Context: an optimization exercise on an open-source flow, tuned for small area, a short achievable clock period and few clock cycles. The choices shown serve that exercise and are no tape-out recipe. Only simulation tests tie the RTL to the original design; equivalence was not proved. No activity file was given, so power comes from the tool's default toggle rates.

==> flow/design.v <==
module adder(
    input   [7:0]   a,
    input   [7:0]   b,
    input           ci,
    output  [7:0]   s,
    output          co
);
    wire    [7:0]   g0 = a & b;
    wire    [7:0]   p0 = a ^ b;
    wire    [7:0]   g1, p1;
    wire    [7:0]   g2, p2;
    wire    [7:0]   g3, p3;
    genvar i;
    generate
        for (i = 0; i < 8; i = i + 1) begin : l1
            if (i % 2 == 1) begin : c
                assign g1[i] = g0[i] | (p0[i] & g0[i - 1]);
                assign p1[i] = p0[i] & p0[i - 1];
            end else begin : k
                assign g1[i] = g0[i];
                assign p1[i] = p0[i];
            end
        end
        for (i = 0; i < 8; i = i + 1) begin : l2
            if (i % 4 >= 2) begin : c
                assign g2[i] = g1[i] | (p1[i] & g1[i - (i % 4) + 1]);
                assign p2[i] = p1[i] & p1[i - (i % 4) + 1];
            end else begin : k
                assign g2[i] = g1[i];
                assign p2[i] = p1[i];
            end
        end
        for (i = 0; i < 8; i = i + 1) begin : l3
            if (i >= 4) begin : c
                assign g3[i] = g2[i] | (p2[i] & g2[3]);
                assign p3[i] = p2[i] & p2[3];
            end else begin : k
                assign g3[i] = g2[i];
                assign p3[i] = p2[i];
            end
        end
    endgenerate
    wire    [7:0]   c = g3 | (p3 & {8{ci}});
    assign s = p0 ^ {c[6:0], ci};
    assign co = c[7];
endmodule
module dec16(
    input   [3:0]   a,
    output  [15:0]  y
);
    wire    [3:0]   l, h;
    dec4n ul(.a(a[1:0]), .y(l));
    dec4n uh(.a(a[3:2]), .y(h));
    genvar i;
    generate
        for (i = 0; i < 16; i = i + 1) begin : g
            nor2m u(.a(l[i % 4]), .b(h[i / 4]), .y(y[i]));
        end
    endgenerate
endmodule
module dec4n(
    input   [1:0]   a,
    output  [3:0]   y
);
    assign y = ~{a[1] & a[0], a[1] & ~a[0], ~a[1] & a[0], ~a[1] & ~a[0]};
endmodule
module nor2m(
    input           a,
    input           b,
    output          y
);
    assign y = ~(a | b);
endmodule
module ao222n(
    input           a0, b0, a1, b1, a2, b2,
    output          y
);
    assign y = ~((a0 & b0) | (a1 & b1) | (a2 & b2));
endmodule
module ao22n(
    input           a0, b0, a1, b1,
    output          y
);
    assign y = ~((a0 & b0) | (a1 & b1));
endmodule
module nand6(
    input   [5:0]   a,
    output          y
);
    assign y = ~(&a);
endmodule
module rbit(
    input   [15:0]  d,
    input   [15:0]  e,
    output          y
);
    wire    [5:0]   n;
    ao222n u0(d[0], e[0], d[1], e[1], d[2], e[2], n[0]);
    ao222n u1(d[3], e[3], d[4], e[4], d[5], e[5], n[1]);
    ao222n u2(d[6], e[6], d[7], e[7], d[8], e[8], n[2]);
    ao222n u3(d[9], e[9], d[10], e[10], d[11], e[11], n[3]);
    ao222n u4(d[12], e[12], d[13], e[13], d[14], e[14], n[4]);
    nand2m u5(.a(d[15]), .b(e[15]), .y(n[5]));
    nand6  u6(n, y);
endmodule
module rport(
    input   [127:0] q,
    input   [15:0]  e,
    output  [7:0]   y
);
    genvar b, i;
    generate
        for (b = 0; b < 8; b = b + 1) begin : gb
            wire    [15:0]  col;
            for (i = 0; i < 16; i = i + 1) begin : gi
                assign col[i] = q[8 * i + b];
            end
            rbit u(.d(col), .e(e), .y(y[b]));
        end
    endgenerate
endmodule
module nand2m(
    input           a,
    input           b,
    output          y
);
    assign y = ~(a & b);
endmodule
module sap1(
    input           clk,
    input           rst,
    input           mem_we,
    input   [3:0]   mem_addr,
    input   [7:0]   mem_wdata,
    output  [7:0]   mem_rdata,
    output  [7:0]   out,
    output          cf,
    output          zf,
    output          halted
);
    reg     [7:0]   ir;          
    reg     [3:0]   pc;          
    reg     [7:0]   a;
    reg             c, z;
    reg     [7:0]   o;
    reg             h;           
    reg     [7:0]   ram [0:15];
    wire    [3:0]   op = ir[7:4];
    wire    [3:0]   x = ir[3:0];
    wire            hlt = (op == 4'hf);
    assign out = o;
    assign cf = c;
    assign zf = z;
    assign halted = h | (!rst & hlt);
    wire    [127:0] q;
    genvar i;
    generate
        for (i = 0; i < 16; i = i + 1) begin : gq
            assign q[8 * i + 7 : 8 * i] = ram[i];
        end
    endgenerate
    wire    [15:0]  me;
    wire    [7:0]   m;
    dec16 u_mdec(.a(x), .y(me));
    rport u_mport(.q(q), .e(me), .y(m));
    wire    [15:0]  pe;
    dec16 u_pdec(.a(mem_addr), .y(pe));
    rport u_pport(.q(q), .e(pe), .y(mem_rdata));
    wire            jump = (op == 4'h6) | (op == 4'h7 & c) | (op == 4'h8 & z);
    wire    [3:0]   fa = rst ? 4'h0 : jump ? x : pc;
    wire    [15:0]  fe;
    wire    [7:0]   rd;
    dec16 u_fdec(.a(fa), .y(fe));
    rport u_fport(.q(q), .e(fe), .y(rd));
    wire            sta = !h & (op == 4'h4);
    wire    [7:0]   wd = rst ? mem_wdata : a;
    generate
        for (i = 0; i < 16; i = i + 1) begin : gw
            always @(posedge clk) begin
                if (rst ? mem_we & pe[i] : sta & me[i]) ram[i] <= wd;
            end
        end
    endgenerate
    wire            fwd = rst ? mem_we & (mem_addr == 4'h0) : sta & (x == fa);
    wire    [7:0]   nxt = fwd ? wd : rd;
    always @(posedge clk) begin
        ir <= nxt;
    end
    wire            s = op[0];
    wire    [7:0]   t;
    wire            co;
    adder u_add(.a(a), .b(m ^ {8{s}}), .ci(s), .s(t), .co(co));
    always @(posedge clk or posedge rst) begin
        if (rst) begin
            pc <= 4'h1;
            a <= 8'b0;
            c <= 1'b0;
            z <= 1'b0;
            o <= 8'b0;
            h <= 1'b0;
        end else if (!h) begin
            pc <= fa + 4'h1;
            case (op)
                4'h1: a <= m;
                4'h2, 4'h3: begin
                    a <= t;
                    c <= co ^ s;
                    z <= (t == 8'b0);
                end
                4'h5: a <= {4'b0, x};
                4'he: o <= a;
                4'hf: h <= 1'b1;
                default: ;
            endcase
        end
    end
endmodule
clock: 6.5 ns
lec_check: 0
cap_margin: 20
cell_pad_in_sites_detail_placement: 1
core_margin: 2
core_utilization: 55
cts_buf_list: sky130_fd_sc_hd__clkbuf_8
setup_slack_margin: 2.5
slew_margin: 20
synth_hierarchical: 1
standard.sh (not shown) runs the stock make flow with config.mk's settings and CLKGATE_MAP_FILE= SYNTH_SCRIPT=/design/flow/synth_recipe.tcl, a recipe that flattens the netlist after the stock synthesis.
==> flow/flow/run.sh <==
#!/bin/bash
# The standard layout (standard.sh), with the port buffers that ORFS inserts
# before global placement made from sky130_fd_sc_hd__buf_1 instead of the
# cell buffer_ports picks by itself; repair resizes them where timing needs.
set -euo pipefail
export BUFFER_PORTS_ARGS="-buffer_cell sky130_fd_sc_hd__buf_1"
bash standard.sh > standard.log 2>&1
The baseline went through all stages and came out clean.
Testbench counts at the start, summed over its fixed seeds: cycles 18,992.
Edit:
==> flow/run.sh (new file) <==
#!/bin/bash
# synth_recipe.tcl (not shown) runs the flow's synth.tcl, then flattens the netlist and writes it again
# the make line also repeats each setting of config.mk as NAME=value (left out here)
make -C /OpenROAD-flow-scripts/flow DESIGN_CONFIG=/design/flow/config.mk WORK_HOME=/design/flow/orfs CLKGATE_MAP_FILE= SYNTH_SCRIPT=/design/flow/synth_recipe.tcl finish
Settings changed: CELL_PAD_IN_SITES_DETAIL_PLACEMENT 1 to default, SETUP_SLACK_MARGIN 2.5 to 2.2.
removed: flow/flow/run.sh
removed: flow/standard.sh
Result: Design area went down by 3.2%. Combinational power goes down by 13%. Via count came out lower by 12%. Routed wire length is lower by 20%.

-- static timing again, ports no longer ideal --
In the flow no input, the clock included, has a driving cell. The finished layouts below were timed again as built, in two steps. Step 1, drivers: a clkbuf_16 drives clk and a buf_2 each remaining input, both assumed. Step 2 moves the port delays by t, midway between the first and last clock arrival at a register: inputs arrive t later, outputs are due t later. That takes back most of the time a late clock gives input paths. Three values: ideal, step 1, step 2; two values: the first two.
run	t, ns	setup WS [ns]	worst register clock-pin slew, ns
the first run	0.530	2.263 / 2.191 / 1.944	0.12 / 0.12
the second run	0.489	2.168 / 2.145 / 2.145	0.09 / 0.09
After both steps every run listed still meets setup and hold. The setup slack of the first run, which loses most, moves by -0.072 ns with the drivers and by -0.319 ns with both steps.
